Background: an optimization exercise with open tools, aiming at small area and a short achievable clock period. Do not read the settings as production practice. At most, simulation tests tie the RTL to the original design; equivalence was not proved. Function not checked in run 1: the RTL went through the layout flow alone.

==> flow/design.v, too long to show whole: its modules and the start of the top module <==
// module HarmonicMean: 57 lines
// module hm_divrow: 694 lines
// module hm_mul16lo: 418 lines
module HarmonicMean (
    input wire clk,
    input wire reset,
    input wire [15:0] data1,
    input wire [15:0] data2,
    input wire [15:0] data3,
    input wire [15:0] data4,
    input wire data_valid1,
    input wire data_valid2,
    input wire data_valid3,
    input wire data_valid4,
    output wire [15:0] harmonic_mean,
    output reg data_ready
);
  // ...
==> flow/run.sh <==
#!/bin/bash
# synth_recipe.tcl (not shown) runs the flow's synth.tcl, then flattens the netlist and writes it again
# the make line also repeats each setting of config.mk as NAME=value (left out here)
make -C /OpenROAD-flow-scripts/flow DESIGN_CONFIG=/design/flow/config.mk WORK_HOME=/design/flow/orfs CLKGATE_MAP_FILE= SYNTH_SCRIPT=/design/flow/synth_recipe.tcl finish
==> flow/config.mk <==
export PLATFORM = sky130hd
export DESIGN_NAME = HarmonicMean
export DESIGN_NICKNAME = HarmonicMean
export VERILOG_FILES = /design/flow/design.v
export SDC_FILE = /design/flow/constraint.sdc
export NUM_CORES = 4
export LEC_CHECK = 0
export ABC_AREA = 1
export CAP_MARGIN = 20
export CORE_MARGIN = 2
export CORE_UTILIZATION = 40
export SLEW_MARGIN = 20
==> flow/constraint.sdc <==
create_clock -name core_clock -period 56.0 [get_ports {clk}]
set_input_delay 11.2000 -clock core_clock [delete_from_list [all_inputs] [get_ports {clk}]]
set_output_delay 11.2000 -clock core_clock [all_outputs]
set_load 0.01 [all_outputs]
==> metrics.cfg, run 1 <==
[sta]
hold_violations = 0
final.min_clock_period_ns = 32.93
timing.clock.skew_ns = 0

[layout]
non_clock_buffer_count = 113
layout.cell_area.non_filler_um2 = 21000
layout.non_clock_inverters = 598
fin_cells = 3323

[worst_setup_path]
critical_path.reg2reg.endpoint = den_q[8]
cp-start-kind = register
critical_path_arrival_ns = 21.73

[placed_design]
postPlaceCellArea_um2 = 20800

[clock_tree]
cts_tree = built
holdBufCountCts = 0
cts_root_buf = sky130_fd_sc_hd__clkbuf_16
level_count_of_the_clock_h_tree = 2

[logic_synthesis]
main_combinational_cell_family_by_area_after_synthesis = adder cells
yosys.area_share.simple = 0.239

[die]
core.rowCount = 80
initial_core_util = 0.405

[run_status]
run_status = timing/DRC/antenna clean

[global_route]
globalRouteMet3Util = 0.0184

[route]
routed_wirelength_um = 53600
initialDrtViolationCount = 981

==> module HarmonicMean, before the edit <==
module HarmonicMean (
    input wire clk,
    input wire reset,
    input wire [15:0] data1,
    input wire [15:0] data2,
    input wire [15:0] data3,
    input wire [15:0] data4,
    input wire data_valid1,
    input wire data_valid2,
    input wire data_valid3,
    input wire data_valid4,
    output wire [15:0] harmonic_mean,
    output reg data_ready
);
wire [15:0] p12, p34, hm_num;
hm_mul16lo u_m12 (.a(data1), .b(data2), .p(p12));
hm_mul16lo u_m34 (.a(data3), .b(data4), .p(p34));
hm_mul16lo u_mn (.a(p12), .b(p34), .p(hm_num));
wire [15:0] hm_den = data1 + data2 + data3 + data4;
wire all_valid = data_valid1 & data_valid2 & data_valid3 & data_valid4;
wire [15:0] ra [9:16];
wire [15:9] qa;
assign ra[16] = hm_num;
genvar i;
generate
    for (i = 15; i >= 9; i = i - 1) begin : rowa
        hm_divrow #(.I(i)) u (.r(ra[i+1]), .d(hm_den), .q(qa[i]), .rn(ra[i]));
    end
endgenerate
reg [15:0] rem_q;
reg [15:0] den_q;
reg [15:9] qhi_q;
always @(posedge clk or posedge reset) begin
    if (reset) begin
        rem_q <= 16'd0;
        den_q <= 16'd1;
        qhi_q <= 0;
        data_ready <= 1'b0;
    end else begin
        if (all_valid) begin
            rem_q <= ra[9];
            den_q <= hm_den;
            qhi_q <= qa;
        end
        data_ready <= all_valid;
    end
end
wire [15:0] rb [0:9];
wire [8:0] qb;
assign rb[9] = rem_q;
generate
    for (i = 8; i >= 0; i = i - 1) begin : rowb
        hm_divrow #(.I(i)) u (.r(rb[i+1]), .d(den_q), .q(qb[i]), .rn(rb[i]));
    end
endgenerate
assign harmonic_mean = {qhi_q, qb};
endmodule
==> module hm_mul16lo, before the edit <==
module hm_mul16lo (input wire [15:0] a, input wire [15:0] b, output wire [15:0] p);
    wire pp_0_0 = a[0] & b[0];
    wire pp_0_1 = a[0] & b[1];
    wire pp_0_2 = a[0] & b[2];
    wire pp_0_3 = a[0] & b[3];
    wire pp_0_4 = a[0] & b[4];
    wire pp_0_5 = a[0] & b[5];
    wire pp_0_6 = a[0] & b[6];
    wire pp_0_7 = a[0] & b[7];
    wire pp_0_8 = a[0] & b[8];
    wire pp_0_9 = a[0] & b[9];
    wire pp_0_10 = a[0] & b[10];
    wire pp_0_11 = a[0] & b[11];
    wire pp_0_12 = a[0] & b[12];
    wire pp_0_13 = a[0] & b[13];
    wire pp_0_14 = a[0] & b[14];
    wire pp_0_15 = a[0] & b[15];
    wire pp_1_0 = a[1] & b[0];
    wire pp_1_1 = a[1] & b[1];
    wire pp_1_2 = a[1] & b[2];
    wire pp_1_3 = a[1] & b[3];
    wire pp_1_4 = a[1] & b[4];
    wire pp_1_5 = a[1] & b[5];
    wire pp_1_6 = a[1] & b[6];
    wire pp_1_7 = a[1] & b[7];
    wire pp_1_8 = a[1] & b[8];
    wire pp_1_9 = a[1] & b[9];
    wire pp_1_10 = a[1] & b[10];
    wire pp_1_11 = a[1] & b[11];
    wire pp_1_12 = a[1] & b[12];
    wire pp_1_13 = a[1] & b[13];
    wire pp_1_14 = a[1] & b[14];
    wire pp_2_0 = a[2] & b[0];
    wire pp_2_1 = a[2] & b[1];
    wire pp_2_2 = a[2] & b[2];
    wire pp_2_3 = a[2] & b[3];
    wire pp_2_4 = a[2] & b[4];
    wire pp_2_5 = a[2] & b[5];
    wire pp_2_6 = a[2] & b[6];
    wire pp_2_7 = a[2] & b[7];
    wire pp_2_8 = a[2] & b[8];
    wire pp_2_9 = a[2] & b[9];
    wire pp_2_10 = a[2] & b[10];
    wire pp_2_11 = a[2] & b[11];
    wire pp_2_12 = a[2] & b[12];
    wire pp_2_13 = a[2] & b[13];
    wire pp_3_0 = a[3] & b[0];
    wire pp_3_1 = a[3] & b[1];
    wire pp_3_2 = a[3] & b[2];
    wire pp_3_3 = a[3] & b[3];
    wire pp_3_4 = a[3] & b[4];
    wire pp_3_5 = a[3] & b[5];
    wire pp_3_6 = a[3] & b[6];
    wire pp_3_7 = a[3] & b[7];
    wire pp_3_8 = a[3] & b[8];
    wire pp_3_9 = a[3] & b[9];
    wire pp_3_10 = a[3] & b[10];
    wire pp_3_11 = a[3] & b[11];
    wire pp_3_12 = a[3] & b[12];
    wire pp_4_0 = a[4] & b[0];
    wire pp_4_1 = a[4] & b[1];
    wire pp_4_2 = a[4] & b[2];
    wire pp_4_3 = a[4] & b[3];
    wire pp_4_4 = a[4] & b[4];
    wire pp_4_5 = a[4] & b[5];
    wire pp_4_6 = a[4] & b[6];
    wire pp_4_7 = a[4] & b[7];
    wire pp_4_8 = a[4] & b[8];
    wire pp_4_9 = a[4] & b[9];
    wire pp_4_10 = a[4] & b[10];
    wire pp_4_11 = a[4] & b[11];
    wire pp_5_0 = a[5] & b[0];
    wire pp_5_1 = a[5] & b[1];
    wire pp_5_2 = a[5] & b[2];
    wire pp_5_3 = a[5] & b[3];
    wire pp_5_4 = a[5] & b[4];
    wire pp_5_5 = a[5] & b[5];
    wire pp_5_6 = a[5] & b[6];
    wire pp_5_7 = a[5] & b[7];
    wire pp_5_8 = a[5] & b[8];
    wire pp_5_9 = a[5] & b[9];
    wire pp_5_10 = a[5] & b[10];
    wire pp_6_0 = a[6] & b[0];
    wire pp_6_1 = a[6] & b[1];
    wire pp_6_2 = a[6] & b[2];
    wire pp_6_3 = a[6] & b[3];
    wire pp_6_4 = a[6] & b[4];
    wire pp_6_5 = a[6] & b[5];
    wire pp_6_6 = a[6] & b[6];
    wire pp_6_7 = a[6] & b[7];
    wire pp_6_8 = a[6] & b[8];
    wire pp_6_9 = a[6] & b[9];
    wire pp_7_0 = a[7] & b[0];
    wire pp_7_1 = a[7] & b[1];
    wire pp_7_2 = a[7] & b[2];
    wire pp_7_3 = a[7] & b[3];
    wire pp_7_4 = a[7] & b[4];
    wire pp_7_5 = a[7] & b[5];
    wire pp_7_6 = a[7] & b[6];
    wire pp_7_7 = a[7] & b[7];
    wire pp_7_8 = a[7] & b[8];
    wire pp_8_0 = a[8] & b[0];
    wire pp_8_1 = a[8] & b[1];
    wire pp_8_2 = a[8] & b[2];
    wire pp_8_3 = a[8] & b[3];
    wire pp_8_4 = a[8] & b[4];
    wire pp_8_5 = a[8] & b[5];
    wire pp_8_6 = a[8] & b[6];
    wire pp_8_7 = a[8] & b[7];
    wire pp_9_0 = a[9] & b[0];
    wire pp_9_1 = a[9] & b[1];
    wire pp_9_2 = a[9] & b[2];
    wire pp_9_3 = a[9] & b[3];
    wire pp_9_4 = a[9] & b[4];
    wire pp_9_5 = a[9] & b[5];
    wire pp_9_6 = a[9] & b[6];
    wire pp_10_0 = a[10] & b[0];
    wire pp_10_1 = a[10] & b[1];
    wire pp_10_2 = a[10] & b[2];
    wire pp_10_3 = a[10] & b[3];
    wire pp_10_4 = a[10] & b[4];
    wire pp_10_5 = a[10] & b[5];
    wire pp_11_0 = a[11] & b[0];
    wire pp_11_1 = a[11] & b[1];
    wire pp_11_2 = a[11] & b[2];
    wire pp_11_3 = a[11] & b[3];
    wire pp_11_4 = a[11] & b[4];
    wire pp_12_0 = a[12] & b[0];
    wire pp_12_1 = a[12] & b[1];
    wire pp_12_2 = a[12] & b[2];
    wire pp_12_3 = a[12] & b[3];
    wire pp_13_0 = a[13] & b[0];
    wire pp_13_1 = a[13] & b[1];
    wire pp_13_2 = a[13] & b[2];
    wire pp_14_0 = a[14] & b[0];
    wire pp_14_1 = a[14] & b[1];
    wire pp_15_0 = a[15] & b[0];
    wire s1 = pp_0_2 ^ pp_1_1 ^ pp_2_0;
    wire c2 = (pp_0_2 & pp_1_1) | (pp_2_0 & (pp_0_2 ^ pp_1_1));
    wire s3 = pp_0_3 ^ pp_1_2 ^ pp_2_1;
    wire c4 = (pp_0_3 & pp_1_2) | (pp_2_1 & (pp_0_3 ^ pp_1_2));
    wire s5 = pp_3_0 ^ c2 ^ s3;
    wire c6 = (pp_3_0 & c2) | (s3 & (pp_3_0 ^ c2));
    wire s7 = pp_0_4 ^ pp_1_3 ^ pp_2_2;
    wire c8 = (pp_0_4 & pp_1_3) | (pp_2_2 & (pp_0_4 ^ pp_1_3));
    wire s9 = pp_3_1 ^ pp_4_0 ^ c4;
    wire c10 = (pp_3_1 & pp_4_0) | (c4 & (pp_3_1 ^ pp_4_0));
    wire s11 = s7 ^ c6 ^ s9;
    wire c12 = (s7 & c6) | (s9 & (s7 ^ c6));
    wire s13 = pp_0_5 ^ pp_1_4 ^ pp_2_3;
    wire c14 = (pp_0_5 & pp_1_4) | (pp_2_3 & (pp_0_5 ^ pp_1_4));
    wire s15 = pp_3_2 ^ pp_4_1 ^ pp_5_0;
    wire c16 = (pp_3_2 & pp_4_1) | (pp_5_0 & (pp_3_2 ^ pp_4_1));
    wire s17 = c8 ^ s13 ^ s15;
    wire c18 = (c8 & s13) | (s15 & (c8 ^ s13));
    wire s19 = c10 ^ s17 ^ c12;
    wire c20 = (c10 & s17) | (c12 & (c10 ^ s17));
    wire s21 = pp_0_6 ^ pp_1_5 ^ pp_2_4;
    wire c22 = (pp_0_6 & pp_1_5) | (pp_2_4 & (pp_0_6 ^ pp_1_5));
    wire s23 = pp_3_3 ^ pp_4_2 ^ pp_5_1;
    wire c24 = (pp_3_3 & pp_4_2) | (pp_5_1 & (pp_3_3 ^ pp_4_2));
    wire s25 = pp_6_0 ^ c14 ^ c16;
    wire c26 = (pp_6_0 & c14) | (c16 & (pp_6_0 ^ c14));
    wire s27 = s21 ^ s23 ^ c18;
    wire c28 = (s21 & s23) | (c18 & (s21 ^ s23));
    wire s29 = s25 ^ s27 ^ c20;
    wire c30 = (s25 & s27) | (c20 & (s25 ^ s27));
    wire s31 = pp_0_7 ^ pp_1_6 ^ pp_2_5;
    wire c32 = (pp_0_7 & pp_1_6) | (pp_2_5 & (pp_0_7 ^ pp_1_6));
    wire s33 = pp_3_4 ^ pp_4_3 ^ pp_5_2;
    wire c34 = (pp_3_4 & pp_4_3) | (pp_5_2 & (pp_3_4 ^ pp_4_3));
    wire s35 = pp_6_1 ^ pp_7_0 ^ c22;
    wire c36 = (pp_6_1 & pp_7_0) | (c22 & (pp_6_1 ^ pp_7_0));
    wire s37 = c24 ^ s31 ^ s33;
    wire c38 = (c24 & s31) | (s33 & (c24 ^ s31));
    wire s39 = c26 ^ s35 ^ s37;
    wire c40 = (c26 & s35) | (s37 & (c26 ^ s35));
    wire s41 = c28 ^ s39 ^ c30;
    wire c42 = (c28 & s39) | (c30 & (c28 ^ s39));
    wire s43 = pp_0_8 ^ pp_1_7 ^ pp_2_6;
    wire c44 = (pp_0_8 & pp_1_7) | (pp_2_6 & (pp_0_8 ^ pp_1_7));
    wire s45 = pp_3_5 ^ pp_4_4 ^ pp_5_3;
    wire c46 = (pp_3_5 & pp_4_4) | (pp_5_3 & (pp_3_5 ^ pp_4_4));
    wire s47 = pp_6_2 ^ pp_7_1 ^ pp_8_0;
    wire c48 = (pp_6_2 & pp_7_1) | (pp_8_0 & (pp_6_2 ^ pp_7_1));
    wire s49 = c32 ^ c34 ^ s43;
    wire c50 = (c32 & c34) | (s43 & (c32 ^ c34));
    wire s51 = s45 ^ s47 ^ c36;
    wire c52 = (s45 & s47) | (c36 & (s45 ^ s47));
    wire s53 = c38 ^ s49 ^ s51;
    wire c54 = (c38 & s49) | (s51 & (c38 ^ s49));
    wire s55 = c40 ^ s53 ^ c42;
    wire c56 = (c40 & s53) | (c42 & (c40 ^ s53));
    wire s57 = pp_0_9 ^ pp_1_8 ^ pp_2_7;
    wire c58 = (pp_0_9 & pp_1_8) | (pp_2_7 & (pp_0_9 ^ pp_1_8));
    wire s59 = pp_3_6 ^ pp_4_5 ^ pp_5_4;
    wire c60 = (pp_3_6 & pp_4_5) | (pp_5_4 & (pp_3_6 ^ pp_4_5));
    wire s61 = pp_6_3 ^ pp_7_2 ^ pp_8_1;
    wire c62 = (pp_6_3 & pp_7_2) | (pp_8_1 & (pp_6_3 ^ pp_7_2));
    wire s63 = pp_9_0 ^ c44 ^ c46;
    wire c64 = (pp_9_0 & c44) | (c46 & (pp_9_0 ^ c44));
    wire s65 = c48 ^ s57 ^ s59;
    wire c66 = (c48 & s57) | (s59 & (c48 ^ s57));
    wire s67 = s61 ^ c50 ^ s63;
    wire c68 = (s61 & c50) | (s63 & (s61 ^ c50));
    wire s69 = s65 ^ c52 ^ s67;
    wire c70 = (s65 & c52) | (s67 & (s65 ^ c52));
    wire s71 = c54 ^ s69 ^ c56;
    wire c72 = (c54 & s69) | (c56 & (c54 ^ s69));
    wire s73 = pp_0_10 ^ pp_10_0 ^ pp_1_9;
    wire c74 = (pp_0_10 & pp_10_0) | (pp_1_9 & (pp_0_10 ^ pp_10_0));
    wire s75 = pp_2_8 ^ pp_3_7 ^ pp_4_6;
    wire c76 = (pp_2_8 & pp_3_7) | (pp_4_6 & (pp_2_8 ^ pp_3_7));
    wire s77 = pp_5_5 ^ pp_6_4 ^ pp_7_3;
    wire c78 = (pp_5_5 & pp_6_4) | (pp_7_3 & (pp_5_5 ^ pp_6_4));
    wire s79 = pp_8_2 ^ pp_9_1 ^ c58;
    wire c80 = (pp_8_2 & pp_9_1) | (c58 & (pp_8_2 ^ pp_9_1));
    wire s81 = c60 ^ c62 ^ s73;
    wire c82 = (c60 & c62) | (s73 & (c60 ^ c62));
    wire s83 = s75 ^ s77 ^ c64;
    wire c84 = (s75 & s77) | (c64 & (s75 ^ s77));
    wire s85 = c66 ^ s79 ^ s81;
    wire c86 = (c66 & s79) | (s81 & (c66 ^ s79));
    wire s87 = s83 ^ c68 ^ s85;
    wire c88 = (s83 & c68) | (s85 & (s83 ^ c68));
    wire s89 = c70 ^ s87 ^ c72;
    wire c90 = (c70 & s87) | (c72 & (c70 ^ s87));
    wire s91 = pp_0_11 ^ pp_10_1 ^ pp_11_0;
    wire c92 = (pp_0_11 & pp_10_1) | (pp_11_0 & (pp_0_11 ^ pp_10_1));
    wire s93 = pp_1_10 ^ pp_2_9 ^ pp_3_8;
    wire c94 = (pp_1_10 & pp_2_9) | (pp_3_8 & (pp_1_10 ^ pp_2_9));
    wire s95 = pp_4_7 ^ pp_5_6 ^ pp_6_5;
    wire c96 = (pp_4_7 & pp_5_6) | (pp_6_5 & (pp_4_7 ^ pp_5_6));
    wire s97 = pp_7_4 ^ pp_8_3 ^ pp_9_2;
    wire c98 = (pp_7_4 & pp_8_3) | (pp_9_2 & (pp_7_4 ^ pp_8_3));
    wire s99 = c74 ^ c76 ^ c78;
    wire c100 = (c74 & c76) | (c78 & (c74 ^ c76));
    wire s101 = s91 ^ s93 ^ s95;
    wire c102 = (s91 & s93) | (s95 & (s91 ^ s93));
    wire s103 = s97 ^ c80 ^ c82;
    wire c104 = (s97 & c80) | (c82 & (s97 ^ c80));
    wire s105 = s99 ^ s101 ^ c84;
    wire c106 = (s99 & s101) | (c84 & (s99 ^ s101));
    wire s107 = c86 ^ s103 ^ s105;
    wire c108 = (c86 & s103) | (s105 & (c86 ^ s103));
    wire s109 = c88 ^ s107 ^ c90;
    wire c110 = (c88 & s107) | (c90 & (c88 ^ s107));
    wire s111 = pp_0_12 ^ pp_10_2 ^ pp_11_1;
    wire c112 = (pp_0_12 & pp_10_2) | (pp_11_1 & (pp_0_12 ^ pp_10_2));
    wire s113 = pp_12_0 ^ pp_1_11 ^ pp_2_10;
    wire c114 = (pp_12_0 & pp_1_11) | (pp_2_10 & (pp_12_0 ^ pp_1_11));
    wire s115 = pp_3_9 ^ pp_4_8 ^ pp_5_7;
    wire c116 = (pp_3_9 & pp_4_8) | (pp_5_7 & (pp_3_9 ^ pp_4_8));
    wire s117 = pp_6_6 ^ pp_7_5 ^ pp_8_4;
    wire c118 = (pp_6_6 & pp_7_5) | (pp_8_4 & (pp_6_6 ^ pp_7_5));
    wire s119 = pp_9_3 ^ c92 ^ c94;
    wire c120 = (pp_9_3 & c92) | (c94 & (pp_9_3 ^ c92));
    wire s121 = c96 ^ c98 ^ s111;
    wire c122 = (c96 & c98) | (s111 & (c96 ^ c98));
    wire s123 = s113 ^ s115 ^ s117;
    wire c124 = (s113 & s115) | (s117 & (s113 ^ s115));
    wire s125 = c100 ^ c102 ^ s119;
    wire c126 = (c100 & c102) | (s119 & (c100 ^ c102));
    wire s127 = s121 ^ s123 ^ c104;
    wire c128 = (s121 & s123) | (c104 & (s121 ^ s123));
    wire s129 = s125 ^ c106 ^ s127;
    wire c130 = (s125 & c106) | (s127 & (s125 ^ c106));
    wire s131 = c108 ^ s129 ^ c110;
    wire c132 = (c108 & s129) | (c110 & (c108 ^ s129));
    wire s133 = pp_0_13 ^ pp_10_3 ^ pp_11_2;
    wire c134 = (pp_0_13 & pp_10_3) | (pp_11_2 & (pp_0_13 ^ pp_10_3));
    wire s135 = pp_12_1 ^ pp_13_0 ^ pp_1_12;
    wire c136 = (pp_12_1 & pp_13_0) | (pp_1_12 & (pp_12_1 ^ pp_13_0));
    wire s137 = pp_2_11 ^ pp_3_10 ^ pp_4_9;
    wire c138 = (pp_2_11 & pp_3_10) | (pp_4_9 & (pp_2_11 ^ pp_3_10));
    wire s139 = pp_5_8 ^ pp_6_7 ^ pp_7_6;
    wire c140 = (pp_5_8 & pp_6_7) | (pp_7_6 & (pp_5_8 ^ pp_6_7));
    wire s141 = pp_8_5 ^ pp_9_4 ^ c112;
    wire c142 = (pp_8_5 & pp_9_4) | (c112 & (pp_8_5 ^ pp_9_4));
    wire s143 = c114 ^ c116 ^ c118;
    wire c144 = (c114 & c116) | (c118 & (c114 ^ c116));
    wire s145 = s133 ^ s135 ^ s137;
    wire c146 = (s133 & s135) | (s137 & (s133 ^ s135));
    wire s147 = s139 ^ c120 ^ c122;
    wire c148 = (s139 & c120) | (c122 & (s139 ^ c120));
    wire s149 = c124 ^ s141 ^ s143;
    wire c150 = (c124 & s141) | (s143 & (c124 ^ s141));
    wire s151 = s145 ^ c126 ^ s147;
    wire c152 = (s145 & c126) | (s147 & (s145 ^ c126));
    wire s153 = s149 ^ c128 ^ s151;
    wire c154 = (s149 & c128) | (s151 & (s149 ^ c128));
    wire s155 = c130 ^ s153 ^ c132;
    wire c156 = (c130 & s153) | (c132 & (c130 ^ s153));
    wire s157 = pp_0_14 ^ pp_10_4 ^ pp_11_3;
    wire c158 = (pp_0_14 & pp_10_4) | (pp_11_3 & (pp_0_14 ^ pp_10_4));
    wire s159 = pp_12_2 ^ pp_13_1 ^ pp_14_0;
    wire c160 = (pp_12_2 & pp_13_1) | (pp_14_0 & (pp_12_2 ^ pp_13_1));
    wire s161 = pp_1_13 ^ pp_2_12 ^ pp_3_11;
    wire c162 = (pp_1_13 & pp_2_12) | (pp_3_11 & (pp_1_13 ^ pp_2_12));
    wire s163 = pp_4_10 ^ pp_5_9 ^ pp_6_8;
    wire c164 = (pp_4_10 & pp_5_9) | (pp_6_8 & (pp_4_10 ^ pp_5_9));
    wire s165 = pp_7_7 ^ pp_8_6 ^ pp_9_5;
    wire c166 = (pp_7_7 & pp_8_6) | (pp_9_5 & (pp_7_7 ^ pp_8_6));
    wire s167 = c134 ^ c136 ^ c138;
    wire c168 = (c134 & c136) | (c138 & (c134 ^ c136));
    wire s169 = c140 ^ s157 ^ s159;
    wire c170 = (c140 & s157) | (s159 & (c140 ^ s157));
    wire s171 = s161 ^ s163 ^ s165;
    wire c172 = (s161 & s163) | (s165 & (s161 ^ s163));
    wire s173 = c142 ^ c144 ^ c146;
    wire c174 = (c142 & c144) | (c146 & (c142 ^ c144));
    wire s175 = s167 ^ s169 ^ s171;
    wire c176 = (s167 & s169) | (s171 & (s167 ^ s169));
    wire s177 = c148 ^ c150 ^ s173;
    wire c178 = (c148 & c150) | (s173 & (c148 ^ c150));
    wire s179 = s175 ^ c152 ^ s177;
    wire c180 = (s175 & c152) | (s177 & (s175 ^ c152));
    wire s181 = c154 ^ s179 ^ c156;
    wire c182 = (c154 & s179) | (c156 & (c154 ^ s179));
    wire s183 = pp_0_15 ^ pp_10_5 ^ pp_11_4;
    wire s184 = pp_12_3 ^ pp_13_2 ^ pp_14_1;
    wire s185 = pp_15_0 ^ pp_1_14 ^ pp_2_13;
    wire s186 = pp_3_12 ^ pp_4_11 ^ pp_5_10;
    wire s187 = pp_6_9 ^ pp_7_8 ^ pp_8_7;
    wire s188 = pp_9_6 ^ c158 ^ c160;
    wire s189 = c162 ^ c164 ^ c166;
    wire s190 = s183 ^ s184 ^ s185;
    wire s191 = s186 ^ s187 ^ c168;
    wire s192 = c170 ^ c172 ^ s188;
    wire s193 = s189 ^ s190 ^ s191;
    wire s194 = c174 ^ c176 ^ s192;
    wire s195 = c178 ^ s193 ^ s194;
    wire s196 = c180 ^ s195 ^ c182;
    wire [15:0] ra = {s196, s181, s155, s131, s109, s89, s71, s55, s41, s29, s19, s11, s5, s1, pp_0_1, pp_0_0};
    wire [15:0] rb = {1'b0, 1'b0, 1'b0, 1'b0, 1'b0, 1'b0, 1'b0, 1'b0, 1'b0, 1'b0, 1'b0, 1'b0, 1'b0, 1'b0, pp_1_0, 1'b0};
    wire [15:0] fg0 = ra & rb;
    wire [15:0] fp0 = ra ^ rb;
    wire fg1_1 = fg0[1] | (fp0[1] & fg0[0]);
    wire fp1_1 = fp0[1] & fp0[0];
    wire fg1_3 = fg0[3] | (fp0[3] & fg0[2]);
    wire fp1_3 = fp0[3] & fp0[2];
    wire fg1_5 = fg0[5] | (fp0[5] & fg0[4]);
    wire fp1_5 = fp0[5] & fp0[4];
    wire fg1_7 = fg0[7] | (fp0[7] & fg0[6]);
    wire fp1_7 = fp0[7] & fp0[6];
    wire fg1_9 = fg0[9] | (fp0[9] & fg0[8]);
    wire fp1_9 = fp0[9] & fp0[8];
    wire fg1_11 = fg0[11] | (fp0[11] & fg0[10]);
    wire fp1_11 = fp0[11] & fp0[10];
    wire fg1_13 = fg0[13] | (fp0[13] & fg0[12]);
    wire fp1_13 = fp0[13] & fp0[12];
    wire fg1_15 = fg0[15] | (fp0[15] & fg0[14]);
    wire fp1_15 = fp0[15] & fp0[14];
    wire fg2_2 = fg0[2] | (fp0[2] & fg1_1);
    wire fp2_2 = fp0[2] & fp1_1;
    wire fg2_3 = fg1_3 | (fp1_3 & fg1_1);
    wire fp2_3 = fp1_3 & fp1_1;
    wire fg2_6 = fg0[6] | (fp0[6] & fg1_5);
    wire fp2_6 = fp0[6] & fp1_5;
    wire fg2_7 = fg1_7 | (fp1_7 & fg1_5);
    wire fp2_7 = fp1_7 & fp1_5;
    wire fg2_10 = fg0[10] | (fp0[10] & fg1_9);
    wire fp2_10 = fp0[10] & fp1_9;
    wire fg2_11 = fg1_11 | (fp1_11 & fg1_9);
    wire fp2_11 = fp1_11 & fp1_9;
    wire fg2_14 = fg0[14] | (fp0[14] & fg1_13);
    wire fp2_14 = fp0[14] & fp1_13;
    wire fg2_15 = fg1_15 | (fp1_15 & fg1_13);
    wire fp2_15 = fp1_15 & fp1_13;
    wire fg3_4 = fg0[4] | (fp0[4] & fg2_3);
    wire fp3_4 = fp0[4] & fp2_3;
    wire fg3_5 = fg1_5 | (fp1_5 & fg2_3);
    wire fp3_5 = fp1_5 & fp2_3;
    wire fg3_6 = fg2_6 | (fp2_6 & fg2_3);
    wire fp3_6 = fp2_6 & fp2_3;
    wire fg3_7 = fg2_7 | (fp2_7 & fg2_3);
    wire fp3_7 = fp2_7 & fp2_3;
    wire fg3_12 = fg0[12] | (fp0[12] & fg2_11);
    wire fp3_12 = fp0[12] & fp2_11;
    wire fg3_13 = fg1_13 | (fp1_13 & fg2_11);
    wire fp3_13 = fp1_13 & fp2_11;
    wire fg3_14 = fg2_14 | (fp2_14 & fg2_11);
    wire fp3_14 = fp2_14 & fp2_11;
    wire fg3_15 = fg2_15 | (fp2_15 & fg2_11);
    wire fp3_15 = fp2_15 & fp2_11;
    wire fg4_8 = fg0[8] | (fp0[8] & fg3_7);
    wire fp4_8 = fp0[8] & fp3_7;
    wire fg4_9 = fg1_9 | (fp1_9 & fg3_7);
    wire fp4_9 = fp1_9 & fp3_7;
    wire fg4_10 = fg2_10 | (fp2_10 & fg3_7);
    wire fp4_10 = fp2_10 & fp3_7;
    wire fg4_11 = fg2_11 | (fp2_11 & fg3_7);
    wire fp4_11 = fp2_11 & fp3_7;
    wire fg4_12 = fg3_12 | (fp3_12 & fg3_7);
    wire fp4_12 = fp3_12 & fp3_7;
    wire fg4_13 = fg3_13 | (fp3_13 & fg3_7);
    wire fp4_13 = fp3_13 & fp3_7;
    wire fg4_14 = fg3_14 | (fp3_14 & fg3_7);
    wire fp4_14 = fp3_14 & fp3_7;
    wire fg4_15 = fg3_15 | (fp3_15 & fg3_7);
    wire fp4_15 = fp3_15 & fp3_7;
    assign p[0] = fp0[0] ^ 1'b0;
    assign p[1] = fp0[1] ^ fg0[0];
    assign p[2] = fp0[2] ^ fg1_1;
    assign p[3] = fp0[3] ^ fg2_2;
    assign p[4] = fp0[4] ^ fg2_3;
    assign p[5] = fp0[5] ^ fg3_4;
    assign p[6] = fp0[6] ^ fg3_5;
    assign p[7] = fp0[7] ^ fg3_6;
    assign p[8] = fp0[8] ^ fg3_7;
    assign p[9] = fp0[9] ^ fg4_8;
    assign p[10] = fp0[10] ^ fg4_9;
    assign p[11] = fp0[11] ^ fg4_10;
    assign p[12] = fp0[12] ^ fg4_11;
    assign p[13] = fp0[13] ^ fg4_12;
    assign p[14] = fp0[14] ^ fg4_13;
    assign p[15] = fp0[15] ^ fg4_14;
endmodule
==> run 2, diff against run 1 <==
--- a/flow/design.v
+++ b/flow/design.v
@@ -12,11 +12,11 @@
     output wire [15:0] harmonic_mean,
     output reg data_ready
 );
-wire [15:0] p12, p34, hm_num;
+wire [15:0] p12, p34, hm_num, hm_den;
 hm_mul16lo u_m12 (.a(data1), .b(data2), .p(p12));
 hm_mul16lo u_m34 (.a(data3), .b(data4), .p(p34));
 hm_mul16lo u_mn (.a(p12), .b(p34), .p(hm_num));
-wire [15:0] hm_den = data1 + data2 + data3 + data4;
+hm_sum4 u_sum (.a(data1), .b(data2), .c(data3), .d(data4), .s(hm_den));
 wire all_valid = data_valid1 & data_valid2 & data_valid3 & data_valid4;
 wire [15:0] ra [9:16];
 wire [15:9] qa;
@@ -887,187 +887,187 @@
     wire pp_14_1 = a[14] & b[1];
     wire pp_15_0 = a[15] & b[0];
     wire s1 = pp_0_2 ^ pp_1_1 ^ pp_2_0;
-    wire c2 = (pp_0_2 & pp_1_1) | (pp_2_0 & (pp_0_2 ^ pp_1_1));
+    wire c2 = ~((~pp_0_2 & ~pp_1_1) | (~pp_2_0 & (pp_0_2 ^ pp_1_1)));
     wire s3 = pp_0_3 ^ pp_1_2 ^ pp_2_1;
-    wire c4 = (pp_0_3 & pp_1_2) | (pp_2_1 & (pp_0_3 ^ pp_1_2));
+    wire c4 = ~((~pp_0_3 & ~pp_1_2) | (~pp_2_1 & (pp_0_3 ^ pp_1_2)));
     wire s5 = pp_3_0 ^ c2 ^ s3;
-    wire c6 = (pp_3_0 & c2) | (s3 & (pp_3_0 ^ c2));
+    wire c6 = ~((~pp_3_0 & ~c2) | (~s3 & (pp_3_0 ^ c2)));
     wire s7 = pp_0_4 ^ pp_1_3 ^ pp_2_2;
-    wire c8 = (pp_0_4 & pp_1_3) | (pp_2_2 & (pp_0_4 ^ pp_1_3));
+    wire c8 = ~((~pp_0_4 & ~pp_1_3) | (~pp_2_2 & (pp_0_4 ^ pp_1_3)));
     wire s9 = pp_3_1 ^ pp_4_0 ^ c4;
-    wire c10 = (pp_3_1 & pp_4_0) | (c4 & (pp_3_1 ^ pp_4_0));
+    wire c10 = ~((~pp_3_1 & ~pp_4_0) | (~c4 & (pp_3_1 ^ pp_4_0)));
     wire s11 = s7 ^ c6 ^ s9;
-    wire c12 = (s7 & c6) | (s9 & (s7 ^ c6));
+    wire c12 = ~((~s7 & ~c6) | (~s9 & (s7 ^ c6)));
     wire s13 = pp_0_5 ^ pp_1_4 ^ pp_2_3;
-    wire c14 = (pp_0_5 & pp_1_4) | (pp_2_3 & (pp_0_5 ^ pp_1_4));
+    wire c14 = ~((~pp_0_5 & ~pp_1_4) | (~pp_2_3 & (pp_0_5 ^ pp_1_4)));
     wire s15 = pp_3_2 ^ pp_4_1 ^ pp_5_0;
-    wire c16 = (pp_3_2 & pp_4_1) | (pp_5_0 & (pp_3_2 ^ pp_4_1));
+    wire c16 = ~((~pp_3_2 & ~pp_4_1) | (~pp_5_0 & (pp_3_2 ^ pp_4_1)));
     wire s17 = c8 ^ s13 ^ s15;
-    wire c18 = (c8 & s13) | (s15 & (c8 ^ s13));
+    wire c18 = ~((~c8 & ~s13) | (~s15 & (c8 ^ s13)));
     wire s19 = c10 ^ s17 ^ c12;
-    wire c20 = (c10 & s17) | (c12 & (c10 ^ s17));
+    wire c20 = ~((~c10 & ~s17) | (~c12 & (c10 ^ s17)));
     wire s21 = pp_0_6 ^ pp_1_5 ^ pp_2_4;
-    wire c22 = (pp_0_6 & pp_1_5) | (pp_2_4 & (pp_0_6 ^ pp_1_5));
+    wire c22 = ~((~pp_0_6 & ~pp_1_5) | (~pp_2_4 & (pp_0_6 ^ pp_1_5)));
     wire s23 = pp_3_3 ^ pp_4_2 ^ pp_5_1;
-    wire c24 = (pp_3_3 & pp_4_2) | (pp_5_1 & (pp_3_3 ^ pp_4_2));
+    wire c24 = ~((~pp_3_3 & ~pp_4_2) | (~pp_5_1 & (pp_3_3 ^ pp_4_2)));
     wire s25 = pp_6_0 ^ c14 ^ c16;
-    wire c26 = (pp_6_0 & c14) | (c16 & (pp_6_0 ^ c14));
+    wire c26 = ~((~pp_6_0 & ~c14) | (~c16 & (pp_6_0 ^ c14)));
     wire s27 = s21 ^ s23 ^ c18;
-    wire c28 = (s21 & s23) | (c18 & (s21 ^ s23));
+    wire c28 = ~((~s21 & ~s23) | (~c18 & (s21 ^ s23)));
     wire s29 = s25 ^ s27 ^ c20;
-    wire c30 = (s25 & s27) | (c20 & (s25 ^ s27));
+    wire c30 = ~((~s25 & ~s27) | (~c20 & (s25 ^ s27)));
     wire s31 = pp_0_7 ^ pp_1_6 ^ pp_2_5;
-    wire c32 = (pp_0_7 & pp_1_6) | (pp_2_5 & (pp_0_7 ^ pp_1_6));
+    wire c32 = ~((~pp_0_7 & ~pp_1_6) | (~pp_2_5 & (pp_0_7 ^ pp_1_6)));
     wire s33 = pp_3_4 ^ pp_4_3 ^ pp_5_2;
-    wire c34 = (pp_3_4 & pp_4_3) | (pp_5_2 & (pp_3_4 ^ pp_4_3));
+    wire c34 = ~((~pp_3_4 & ~pp_4_3) | (~pp_5_2 & (pp_3_4 ^ pp_4_3)));
     wire s35 = pp_6_1 ^ pp_7_0 ^ c22;
-    wire c36 = (pp_6_1 & pp_7_0) | (c22 & (pp_6_1 ^ pp_7_0));
+    wire c36 = ~((~pp_6_1 & ~pp_7_0) | (~c22 & (pp_6_1 ^ pp_7_0)));
     wire s37 = c24 ^ s31 ^ s33;
-    wire c38 = (c24 & s31) | (s33 & (c24 ^ s31));
+    wire c38 = ~((~c24 & ~s31) | (~s33 & (c24 ^ s31)));
     wire s39 = c26 ^ s35 ^ s37;
-    wire c40 = (c26 & s35) | (s37 & (c26 ^ s35));
+    wire c40 = ~((~c26 & ~s35) | (~s37 & (c26 ^ s35)));
     wire s41 = c28 ^ s39 ^ c30;
-    wire c42 = (c28 & s39) | (c30 & (c28 ^ s39));
+    wire c42 = ~((~c28 & ~s39) | (~c30 & (c28 ^ s39)));
     wire s43 = pp_0_8 ^ pp_1_7 ^ pp_2_6;
-    wire c44 = (pp_0_8 & pp_1_7) | (pp_2_6 & (pp_0_8 ^ pp_1_7));
+    wire c44 = ~((~pp_0_8 & ~pp_1_7) | (~pp_2_6 & (pp_0_8 ^ pp_1_7)));
     wire s45 = pp_3_5 ^ pp_4_4 ^ pp_5_3;
-    wire c46 = (pp_3_5 & pp_4_4) | (pp_5_3 & (pp_3_5 ^ pp_4_4));
+    wire c46 = ~((~pp_3_5 & ~pp_4_4) | (~pp_5_3 & (pp_3_5 ^ pp_4_4)));
     wire s47 = pp_6_2 ^ pp_7_1 ^ pp_8_0;
-    wire c48 = (pp_6_2 & pp_7_1) | (pp_8_0 & (pp_6_2 ^ pp_7_1));
+    wire c48 = ~((~pp_6_2 & ~pp_7_1) | (~pp_8_0 & (pp_6_2 ^ pp_7_1)));
     wire s49 = c32 ^ c34 ^ s43;
-    wire c50 = (c32 & c34) | (s43 & (c32 ^ c34));
+    wire c50 = ~((~c32 & ~c34) | (~s43 & (c32 ^ c34)));
     wire s51 = s45 ^ s47 ^ c36;
-    wire c52 = (s45 & s47) | (c36 & (s45 ^ s47));
+    wire c52 = ~((~s45 & ~s47) | (~c36 & (s45 ^ s47)));
     wire s53 = c38 ^ s49 ^ s51;
-    wire c54 = (c38 & s49) | (s51 & (c38 ^ s49));
+    wire c54 = ~((~c38 & ~s49) | (~s51 & (c38 ^ s49)));
     wire s55 = c40 ^ s53 ^ c42;
-    wire c56 = (c40 & s53) | (c42 & (c40 ^ s53));
+    wire c56 = ~((~c40 & ~s53) | (~c42 & (c40 ^ s53)));
     wire s57 = pp_0_9 ^ pp_1_8 ^ pp_2_7;
-    wire c58 = (pp_0_9 & pp_1_8) | (pp_2_7 & (pp_0_9 ^ pp_1_8));
+    wire c58 = ~((~pp_0_9 & ~pp_1_8) | (~pp_2_7 & (pp_0_9 ^ pp_1_8)));
     wire s59 = pp_3_6 ^ pp_4_5 ^ pp_5_4;
-    wire c60 = (pp_3_6 & pp_4_5) | (pp_5_4 & (pp_3_6 ^ pp_4_5));
+    wire c60 = ~((~pp_3_6 & ~pp_4_5) | (~pp_5_4 & (pp_3_6 ^ pp_4_5)));
     wire s61 = pp_6_3 ^ pp_7_2 ^ pp_8_1;
-    wire c62 = (pp_6_3 & pp_7_2) | (pp_8_1 & (pp_6_3 ^ pp_7_2));
+    wire c62 = ~((~pp_6_3 & ~pp_7_2) | (~pp_8_1 & (pp_6_3 ^ pp_7_2)));
     wire s63 = pp_9_0 ^ c44 ^ c46;
-    wire c64 = (pp_9_0 & c44) | (c46 & (pp_9_0 ^ c44));
+    wire c64 = ~((~pp_9_0 & ~c44) | (~c46 & (pp_9_0 ^ c44)));
     wire s65 = c48 ^ s57 ^ s59;
-    wire c66 = (c48 & s57) | (s59 & (c48 ^ s57));
+    wire c66 = ~((~c48 & ~s57) | (~s59 & (c48 ^ s57)));
     wire s67 = s61 ^ c50 ^ s63;
-    wire c68 = (s61 & c50) | (s63 & (s61 ^ c50));
+    wire c68 = ~((~s61 & ~c50) | (~s63 & (s61 ^ c50)));
     wire s69 = s65 ^ c52 ^ s67;
-    wire c70 = (s65 & c52) | (s67 & (s65 ^ c52));
+    wire c70 = ~((~s65 & ~c52) | (~s67 & (s65 ^ c52)));
     wire s71 = c54 ^ s69 ^ c56;
-    wire c72 = (c54 & s69) | (c56 & (c54 ^ s69));
+    wire c72 = ~((~c54 & ~s69) | (~c56 & (c54 ^ s69)));
     wire s73 = pp_0_10 ^ pp_10_0 ^ pp_1_9;
-    wire c74 = (pp_0_10 & pp_10_0) | (pp_1_9 & (pp_0_10 ^ pp_10_0));
+    wire c74 = ~((~pp_0_10 & ~pp_10_0) | (~pp_1_9 & (pp_0_10 ^ pp_10_0)));
     wire s75 = pp_2_8 ^ pp_3_7 ^ pp_4_6;
-    wire c76 = (pp_2_8 & pp_3_7) | (pp_4_6 & (pp_2_8 ^ pp_3_7));
+    wire c76 = ~((~pp_2_8 & ~pp_3_7) | (~pp_4_6 & (pp_2_8 ^ pp_3_7)));
     wire s77 = pp_5_5 ^ pp_6_4 ^ pp_7_3;
-    wire c78 = (pp_5_5 & pp_6_4) | (pp_7_3 & (pp_5_5 ^ pp_6_4));
+    wire c78 = ~((~pp_5_5 & ~pp_6_4) | (~pp_7_3 & (pp_5_5 ^ pp_6_4)));
     wire s79 = pp_8_2 ^ pp_9_1 ^ c58;
-    wire c80 = (pp_8_2 & pp_9_1) | (c58 & (pp_8_2 ^ pp_9_1));
+    wire c80 = ~((~pp_8_2 & ~pp_9_1) | (~c58 & (pp_8_2 ^ pp_9_1)));
     wire s81 = c60 ^ c62 ^ s73;
-    wire c82 = (c60 & c62) | (s73 & (c60 ^ c62));
+    wire c82 = ~((~c60 & ~c62) | (~s73 & (c60 ^ c62)));
     wire s83 = s75 ^ s77 ^ c64;
-    wire c84 = (s75 & s77) | (c64 & (s75 ^ s77));
+    wire c84 = ~((~s75 & ~s77) | (~c64 & (s75 ^ s77)));
     wire s85 = c66 ^ s79 ^ s81;
-    wire c86 = (c66 & s79) | (s81 & (c66 ^ s79));
+    wire c86 = ~((~c66 & ~s79) | (~s81 & (c66 ^ s79)));
     wire s87 = s83 ^ c68 ^ s85;
-    wire c88 = (s83 & c68) | (s85 & (s83 ^ c68));
+    wire c88 = ~((~s83 & ~c68) | (~s85 & (s83 ^ c68)));
     wire s89 = c70 ^ s87 ^ c72;
-    wire c90 = (c70 & s87) | (c72 & (c70 ^ s87));
+    wire c90 = ~((~c70 & ~s87) | (~c72 & (c70 ^ s87)));
     wire s91 = pp_0_11 ^ pp_10_1 ^ pp_11_0;
-    wire c92 = (pp_0_11 & pp_10_1) | (pp_11_0 & (pp_0_11 ^ pp_10_1));
+    wire c92 = ~((~pp_0_11 & ~pp_10_1) | (~pp_11_0 & (pp_0_11 ^ pp_10_1)));
     wire s93 = pp_1_10 ^ pp_2_9 ^ pp_3_8;
-    wire c94 = (pp_1_10 & pp_2_9) | (pp_3_8 & (pp_1_10 ^ pp_2_9));
+    wire c94 = ~((~pp_1_10 & ~pp_2_9) | (~pp_3_8 & (pp_1_10 ^ pp_2_9)));
     wire s95 = pp_4_7 ^ pp_5_6 ^ pp_6_5;
-    wire c96 = (pp_4_7 & pp_5_6) | (pp_6_5 & (pp_4_7 ^ pp_5_6));
+    wire c96 = ~((~pp_4_7 & ~pp_5_6) | (~pp_6_5 & (pp_4_7 ^ pp_5_6)));
     wire s97 = pp_7_4 ^ pp_8_3 ^ pp_9_2;
-    wire c98 = (pp_7_4 & pp_8_3) | (pp_9_2 & (pp_7_4 ^ pp_8_3));
+    wire c98 = ~((~pp_7_4 & ~pp_8_3) | (~pp_9_2 & (pp_7_4 ^ pp_8_3)));
     wire s99 = c74 ^ c76 ^ c78;
-    wire c100 = (c74 & c76) | (c78 & (c74 ^ c76));
+    wire c100 = ~((~c74 & ~c76) | (~c78 & (c74 ^ c76)));
     wire s101 = s91 ^ s93 ^ s95;
-    wire c102 = (s91 & s93) | (s95 & (s91 ^ s93));
+    wire c102 = ~((~s91 & ~s93) | (~s95 & (s91 ^ s93)));
     wire s103 = s97 ^ c80 ^ c82;
-    wire c104 = (s97 & c80) | (c82 & (s97 ^ c80));
+    wire c104 = ~((~s97 & ~c80) | (~c82 & (s97 ^ c80)));
     wire s105 = s99 ^ s101 ^ c84;
-    wire c106 = (s99 & s101) | (c84 & (s99 ^ s101));
+    wire c106 = ~((~s99 & ~s101) | (~c84 & (s99 ^ s101)));
     wire s107 = c86 ^ s103 ^ s105;
-    wire c108 = (c86 & s103) | (s105 & (c86 ^ s103));
+    wire c108 = ~((~c86 & ~s103) | (~s105 & (c86 ^ s103)));
     wire s109 = c88 ^ s107 ^ c90;
-    wire c110 = (c88 & s107) | (c90 & (c88 ^ s107));
+    wire c110 = ~((~c88 & ~s107) | (~c90 & (c88 ^ s107)));
     wire s111 = pp_0_12 ^ pp_10_2 ^ pp_11_1;
-    wire c112 = (pp_0_12 & pp_10_2) | (pp_11_1 & (pp_0_12 ^ pp_10_2));
+    wire c112 = ~((~pp_0_12 & ~pp_10_2) | (~pp_11_1 & (pp_0_12 ^ pp_10_2)));
     wire s113 = pp_12_0 ^ pp_1_11 ^ pp_2_10;
-    wire c114 = (pp_12_0 & pp_1_11) | (pp_2_10 & (pp_12_0 ^ pp_1_11));
+    wire c114 = ~((~pp_12_0 & ~pp_1_11) | (~pp_2_10 & (pp_12_0 ^ pp_1_11)));
     wire s115 = pp_3_9 ^ pp_4_8 ^ pp_5_7;
-    wire c116 = (pp_3_9 & pp_4_8) | (pp_5_7 & (pp_3_9 ^ pp_4_8));
+    wire c116 = ~((~pp_3_9 & ~pp_4_8) | (~pp_5_7 & (pp_3_9 ^ pp_4_8)));
     wire s117 = pp_6_6 ^ pp_7_5 ^ pp_8_4;
-    wire c118 = (pp_6_6 & pp_7_5) | (pp_8_4 & (pp_6_6 ^ pp_7_5));
+    wire c118 = ~((~pp_6_6 & ~pp_7_5) | (~pp_8_4 & (pp_6_6 ^ pp_7_5)));
     wire s119 = pp_9_3 ^ c92 ^ c94;
-    wire c120 = (pp_9_3 & c92) | (c94 & (pp_9_3 ^ c92));
+    wire c120 = ~((~pp_9_3 & ~c92) | (~c94 & (pp_9_3 ^ c92)));
     wire s121 = c96 ^ c98 ^ s111;
-    wire c122 = (c96 & c98) | (s111 & (c96 ^ c98));
+    wire c122 = ~((~c96 & ~c98) | (~s111 & (c96 ^ c98)));
     wire s123 = s113 ^ s115 ^ s117;
-    wire c124 = (s113 & s115) | (s117 & (s113 ^ s115));
+    wire c124 = ~((~s113 & ~s115) | (~s117 & (s113 ^ s115)));
     wire s125 = c100 ^ c102 ^ s119;
-    wire c126 = (c100 & c102) | (s119 & (c100 ^ c102));
+    wire c126 = ~((~c100 & ~c102) | (~s119 & (c100 ^ c102)));
     wire s127 = s121 ^ s123 ^ c104;
-    wire c128 = (s121 & s123) | (c104 & (s121 ^ s123));
+    wire c128 = ~((~s121 & ~s123) | (~c104 & (s121 ^ s123)));
     wire s129 = s125 ^ c106 ^ s127;
-    wire c130 = (s125 & c106) | (s127 & (s125 ^ c106));
+    wire c130 = ~((~s125 & ~c106) | (~s127 & (s125 ^ c106)));
     wire s131 = c108 ^ s129 ^ c110;
-    wire c132 = (c108 & s129) | (c110 & (c108 ^ s129));
+    wire c132 = ~((~c108 & ~s129) | (~c110 & (c108 ^ s129)));
     wire s133 = pp_0_13 ^ pp_10_3 ^ pp_11_2;
-    wire c134 = (pp_0_13 & pp_10_3) | (pp_11_2 & (pp_0_13 ^ pp_10_3));
+    wire c134 = ~((~pp_0_13 & ~pp_10_3) | (~pp_11_2 & (pp_0_13 ^ pp_10_3)));
     wire s135 = pp_12_1 ^ pp_13_0 ^ pp_1_12;
-    wire c136 = (pp_12_1 & pp_13_0) | (pp_1_12 & (pp_12_1 ^ pp_13_0));
+    wire c136 = ~((~pp_12_1 & ~pp_13_0) | (~pp_1_12 & (pp_12_1 ^ pp_13_0)));
     wire s137 = pp_2_11 ^ pp_3_10 ^ pp_4_9;
-    wire c138 = (pp_2_11 & pp_3_10) | (pp_4_9 & (pp_2_11 ^ pp_3_10));
+    wire c138 = ~((~pp_2_11 & ~pp_3_10) | (~pp_4_9 & (pp_2_11 ^ pp_3_10)));
     wire s139 = pp_5_8 ^ pp_6_7 ^ pp_7_6;
-    wire c140 = (pp_5_8 & pp_6_7) | (pp_7_6 & (pp_5_8 ^ pp_6_7));
+    wire c140 = ~((~pp_5_8 & ~pp_6_7) | (~pp_7_6 & (pp_5_8 ^ pp_6_7)));
     wire s141 = pp_8_5 ^ pp_9_4 ^ c112;
-    wire c142 = (pp_8_5 & pp_9_4) | (c112 & (pp_8_5 ^ pp_9_4));
+    wire c142 = ~((~pp_8_5 & ~pp_9_4) | (~c112 & (pp_8_5 ^ pp_9_4)));
     wire s143 = c114 ^ c116 ^ c118;
-    wire c144 = (c114 & c116) | (c118 & (c114 ^ c116));
+    wire c144 = ~((~c114 & ~c116) | (~c118 & (c114 ^ c116)));
     wire s145 = s133 ^ s135 ^ s137;
-    wire c146 = (s133 & s135) | (s137 & (s133 ^ s135));
+    wire c146 = ~((~s133 & ~s135) | (~s137 & (s133 ^ s135)));
     wire s147 = s139 ^ c120 ^ c122;
-    wire c148 = (s139 & c120) | (c122 & (s139 ^ c120));
+    wire c148 = ~((~s139 & ~c120) | (~c122 & (s139 ^ c120)));
     wire s149 = c124 ^ s141 ^ s143;
-    wire c150 = (c124 & s141) | (s143 & (c124 ^ s141));
+    wire c150 = ~((~c124 & ~s141) | (~s143 & (c124 ^ s141)));
     wire s151 = s145 ^ c126 ^ s147;
-    wire c152 = (s145 & c126) | (s147 & (s145 ^ c126));
+    wire c152 = ~((~s145 & ~c126) | (~s147 & (s145 ^ c126)));
     wire s153 = s149 ^ c128 ^ s151;
-    wire c154 = (s149 & c128) | (s151 & (s149 ^ c128));
+    wire c154 = ~((~s149 & ~c128) | (~s151 & (s149 ^ c128)));
     wire s155 = c130 ^ s153 ^ c132;
-    wire c156 = (c130 & s153) | (c132 & (c130 ^ s153));
+    wire c156 = ~((~c130 & ~s153) | (~c132 & (c130 ^ s153)));
     wire s157 = pp_0_14 ^ pp_10_4 ^ pp_11_3;
-    wire c158 = (pp_0_14 & pp_10_4) | (pp_11_3 & (pp_0_14 ^ pp_10_4));
+    wire c158 = ~((~pp_0_14 & ~pp_10_4) | (~pp_11_3 & (pp_0_14 ^ pp_10_4)));
     wire s159 = pp_12_2 ^ pp_13_1 ^ pp_14_0;
-    wire c160 = (pp_12_2 & pp_13_1) | (pp_14_0 & (pp_12_2 ^ pp_13_1));
+    wire c160 = ~((~pp_12_2 & ~pp_13_1) | (~pp_14_0 & (pp_12_2 ^ pp_13_1)));
     wire s161 = pp_1_13 ^ pp_2_12 ^ pp_3_11;
-    wire c162 = (pp_1_13 & pp_2_12) | (pp_3_11 & (pp_1_13 ^ pp_2_12));
+    wire c162 = ~((~pp_1_13 & ~pp_2_12) | (~pp_3_11 & (pp_1_13 ^ pp_2_12)));
     wire s163 = pp_4_10 ^ pp_5_9 ^ pp_6_8;
-    wire c164 = (pp_4_10 & pp_5_9) | (pp_6_8 & (pp_4_10 ^ pp_5_9));
+    wire c164 = ~((~pp_4_10 & ~pp_5_9) | (~pp_6_8 & (pp_4_10 ^ pp_5_9)));
     wire s165 = pp_7_7 ^ pp_8_6 ^ pp_9_5;
-    wire c166 = (pp_7_7 & pp_8_6) | (pp_9_5 & (pp_7_7 ^ pp_8_6));
+    wire c166 = ~((~pp_7_7 & ~pp_8_6) | (~pp_9_5 & (pp_7_7 ^ pp_8_6)));
     wire s167 = c134 ^ c136 ^ c138;
-    wire c168 = (c134 & c136) | (c138 & (c134 ^ c136));
+    wire c168 = ~((~c134 & ~c136) | (~c138 & (c134 ^ c136)));
     wire s169 = c140 ^ s157 ^ s159;
-    wire c170 = (c140 & s157) | (s159 & (c140 ^ s157));
+    wire c170 = ~((~c140 & ~s157) | (~s159 & (c140 ^ s157)));
     wire s171 = s161 ^ s163 ^ s165;
-    wire c172 = (s161 & s163) | (s165 & (s161 ^ s163));
+    wire c172 = ~((~s161 & ~s163) | (~s165 & (s161 ^ s163)));
     wire s173 = c142 ^ c144 ^ c146;
-    wire c174 = (c142 & c144) | (c146 & (c142 ^ c144));
+    wire c174 = ~((~c142 & ~c144) | (~c146 & (c142 ^ c144)));
     wire s175 = s167 ^ s169 ^ s171;
-    wire c176 = (s167 & s169) | (s171 & (s167 ^ s169));
+    wire c176 = ~((~s167 & ~s169) | (~s171 & (s167 ^ s169)));
     wire s177 = c148 ^ c150 ^ s173;
-    wire c178 = (c148 & c150) | (s173 & (c148 ^ c150));
+    wire c178 = ~((~c148 & ~c150) | (~s173 & (c148 ^ c150)));
     wire s179 = s175 ^ c152 ^ s177;
-    wire c180 = (s175 & c152) | (s177 & (s175 ^ c152));
+    wire c180 = ~((~s175 & ~c152) | (~s177 & (s175 ^ c152)));
     wire s181 = c154 ^ s179 ^ c156;
-    wire c182 = (c154 & s179) | (c156 & (c154 ^ s179));
+    wire c182 = ~((~c154 & ~s179) | (~c156 & (c154 ^ s179)));
     wire s183 = pp_0_15 ^ pp_10_5 ^ pp_11_4;
     wire s184 = pp_12_3 ^ pp_13_2 ^ pp_14_1;
     wire s185 = pp_15_0 ^ pp_1_14 ^ pp_2_13;
@@ -1167,3 +1167,18 @@
     assign p[14] = fp0[14] ^ fg4_13;
     assign p[15] = fp0[15] ^ fg4_14;
 endmodule
+module hm_sum4 (input wire [15:0] a, input wire [15:0] b, input wire [15:0] c, input wire [15:0] d, output wire [15:0] s);
+    wire [15:0] s1 = a ^ b ^ c;
+    wire [15:0] c1 = {(a[14:0] & b[14:0]) | (c[14:0] & (a[14:0] ^ b[14:0])), 1'b0};
+    wire [15:0] s2 = s1 ^ c1 ^ d;
+    wire [15:0] c2 = {(s1[14:0] & c1[14:0]) | (d[14:0] & (s1[14:0] ^ c1[14:0])), 1'b0};
+    wire [16:0] cy;
+    assign cy[0] = 1'b0;
+    genvar i;
+    generate
+        for (i = 0; i < 16; i = i + 1) begin : rc
+            assign s[i] = s2[i] ^ c2[i] ^ cy[i];
+            assign cy[i+1] = (s2[i] & c2[i]) | (cy[i] & (s2[i] ^ c2[i]));
+        end
+    endgenerate
+endmodule
--- a/flow/config.mk
+++ b/flow/config.mk
@@ -6,7 +6,7 @@
 export NUM_CORES = 4
 export LEC_CHECK = 0
 export ABC_AREA = 1
-export CAP_MARGIN = 20
+export CAP_MARGIN = 70
 export CORE_MARGIN = 2
 export CORE_UTILIZATION = 40
-export SLEW_MARGIN = 20
+export SLEW_MARGIN = 70
==> metrics.cfg, run 2 <==
[run_status]
run_status = timing/DRC/antenna clean

[logic_synthesis]
syn_area_per_cell_um2 = 7.26
synthesis.instances = 2684
synth_commonest_cells = sky130_fd_sc_hd__nand2_1 (788), sky130_fd_sc_hd__inv_1 (664), sky130_fd_sc_hd__fa_1 (360), sky130_fd_sc_hd__ha_1 (140), sky130_fd_sc_hd__nor2_1 (137)
postSynth.asyncResetShare = 1.00
synth-warning-count = 1
mappedNetlistArea_um2 = 19500
synth_largest_type_area_fraction = 0.370
top_cells_by_area_synth = sky130_fd_sc_hd__fa_1 (37%), sky130_fd_sc_hd__nand2_1 (15%), sky130_fd_sc_hd__inv_1 (13%)
synth_ff_type = sky130_fd_sc_hd__dfrtp_1
synth-seq-area-share = 0.0514
count_of_unique_library_cells_instantiated_by_yosys = 58
synthesis.nets = 3254
number_of_flops_mapped_to_enable_cells_by_yosys = 0
synth_most_common_cell = sky130_fd_sc_hd__nand2_1
ys_seq_elements = 40
netlist.top_cell.by_area = sky130_fd_sc_hd__fa_1

[clock_tree]
max-clock-path-buffers = 2
cts_root_buf = sky130_fd_sc_hd__clkbuf_16
clkSlewWorstSetupHoldPaths_ns = 0.06
worst_skew_pair.late_latency_ns = 0.28
cells_resized_by_post_cts_repair = 0
cts_setup_buffers = 0
level_count_of_the_clock_h_tree = 2  ; unchanged
numCtsBuffers = 5
cts_tree = built
cts.sink_count = 40
holdBufCountCts = 0  ; unchanged

[global_route]
overflow = 0
vias_in_the_first_global_route = 17600
grt_first_pass_wirelength_um = 88500
antenna_found_initial = 0
global_route.usage.total = 0.220
grt_max_degree = 44

[worst_setup_path]
critical_path.slowest_cell = sky130_fd_sc_hd__dfstp_2
timing.critical_path.required_ns = 44.80
cp_slowest_stage_delay_ns = 0.65
timing_worst_setup_path_type = register to output pin
critical_path_arrival_ns = 20.25  ; -1.48 ns
critical_path.most_common_cell = sky130_fd_sc_hd__nand2_1
cp-start-kind = register
largest_fanout_on_the_critical_path = 23
reg2reg_path_depth = 3
reg2reg_setup_slack_ns = 54.87
type_of_element_capturing_the_critical_path = output pin
critical_path.reg2reg.endpoint = den_q[8]
r2r_path_start = den_q[8]

[layout]
layout.cells.most_common_list = sky130_fd_sc_hd__nand2_1 (786), sky130_fd_sc_hd__inv_1 (660), sky130_fd_sc_hd__fa_1 (358), sky130_fd_sc_hd__ha_1 (138), sky130_fd_sc_hd__nor2_1 (137)
register_area_um2 = 1010
fillers = 4806
mostFrequentLayoutCell = sky130_fd_sc_hd__nand2_1
layout_top_registers = den_q (16), rem_q (16), qhi_q (7)
fin_cells = 3342  ; +0.57%
finalNetCount = 3296
multi_input_area_um2 = 15600
num_antenna_cells = 0
post_route_cells_drive_above_1_share = 0.0572
syn2layout_area_growth_pct = 7.77
post-route-util = 0.438

[sta]
hold_violations = 0  ; unchanged
timing.clock.skew_ns = 0  ; unchanged
final-setup-viol-count = 0
rsz0062_at_grt = false
setup_tns_ns = 0
final.min_clock_period_ns = 31.45  ; -1.48 ns
worst_slew_margin_rel = 0.709
max_slew.worst_pin.slew_ns = 0.437
portion_of_the_clock_cycle_consumed_by_the_worst_path_in_the_final_layout = 0.562
max_freq_mhz = 31.8
timing_max_transition_violations_final = 0

[route]
detail_route.drc_violations = 0
routed_wirelength_um = 53200  ; -0.81%
antenna_left = 0
post_drt_wl_per_cell_um = 15.9
routed_vias = 16500
drt-pass1-iter-count = 5
vias_per_cell = 4.95
initialDrtViolationCount = 939  ; -4.3%

[die]
floorplan.die.height_um = 225
core-area_um2 = 47900
num_io_pins = 87
dieWidth_um = 225
core.rowCount = 80  ; unchanged
die_area_um2 = 50500
initial_core_util = 0.406  ; +0.00147

[placed_design]
cell_count_post_placement = 3331
placement.io_buffers = 86
dp.final_hpwl_um = 44000
finalWeightedCongestion = 0.874

[min_path]
endpoint_of_the_worst_hold_timing_path = qhi_q[9]
worstHoldPathCells = 1
hold_class = register to register
min-delay-start = qhi_q[9]

[flow_run]
maxCapViolations = 0

run 2: cell count changes after synthesis, moves of 11 or more:
cell                      change
sky130_fd_sc_hd__inv_1       +74
sky130_fd_sc_hd__ha_1        -13
sky130_fd_sc_hd__nand2_1     -34
sky130_fd_sc_hd__fa_1        +12
sky130_fd_sc_hd__o21ai_2     +12
sky130_fd_sc_hd__nand3_1     -11
sky130_fd_sc_hd__a21oi_1     -17
sky130_fd_sc_hd__nor2_1      +35
run 2: kinds of logic after synthesis:
group           count (synthesis)  share of synthesized area
buf+inv                       751                      0.151
flops                          40                     0.0514
mux                             5                    0.00340
fa+ha+maj                     500                      0.460
xor+xnor                       88                     0.0396
simple gates                 1097                      0.229
compound gates                203                     0.0658
run 2: critical path, delay by kind of cell, from the launching register on:
| kind | cells | cell delay (ns) |
|---|---|---|
| compound gates | 37 | 6.33 |
| fa+ha+maj | 11 | 3.58 |
| simple gates | 53 | 5.34 |
| mux | 2 | 0.67 |
| buf+inv | 22 | 3.34 |
| flops | 1 | 0.65 |
run 2: cell type report:
class	count	share of cell area
repair buffers	113	0.0421
flip-flops and latches	40	0.0481
inverters	673	0.121
well taps	615	0.0367
clock inverters	3	0.00203
clock buffers	5	0.00596
multi-input cells	1893	0.744
run 2: worst max path at each step:
stage                       end  startpoint  depth (start not counted)  slack [ns]
2_1_floorplan         rem_q[11]    data3[0]                         91       27.24
5_1_grt        harmonic_mean[0]    den_q[0]                        126       22.67
3_5_place_dp          rem_q[14]    data4[2]                         92       24.92
4_1_cts        harmonic_mean[0]    den_q[0]                        123       24.55
3_3_place_gp   harmonic_mean[0]    den_q[2]                        118       24.16
6_report       harmonic_mean[0]    den_q[0]                        125       24.55
run 2: per-stage QoR:
step                      hold WS (ns)  setup slack [ns]  instance area [µm²]
final                            0.492             24.55                21000
after global routing             0.534             22.67                21000
after CTS                        0.496             24.55                21000
after detailed placement         0.483             24.92                20800
after global placement           0.482             24.16                20900
after floorplan                  0.475             27.24                19500
run 2: layer usage:
metal  vias up  part of all wire  track usage
met3       118             0.042       0.0121
met5         -                 0            0
met2       459              0.50        0.402
met4         0             0.036       0.0728
met1      7975              0.42        0.278
li1       7988                 -            -

[port drivers added, routing unchanged]
The results above use ideal ports. As a check the final layouts listed here were re-extracted and re-timed, cells and wires unchanged.
Step 1, drivers: a clkbuf_16 drives clk and a buf_2 each remaining input, both assumed.
Step 2 also shifts input and output timing later by t, the mid clock arrival at the registers, as if the neighbouring blocks saw the same clock.
a / b / c = ideal / step 1 / step 2; a / b = the first two.
run	t (ns)	setup WS [ns]	latest minus earliest clock arrival (ns)	pins driven straight from the clock port
run 1	0.325	23.069 / 23.032 / 23.357	0.012 / 0.011	1
run 2	0.324	24.550 / 24.508 / 24.832	0.004 / 0.004	1
After both steps every run listed still meets setup and hold.
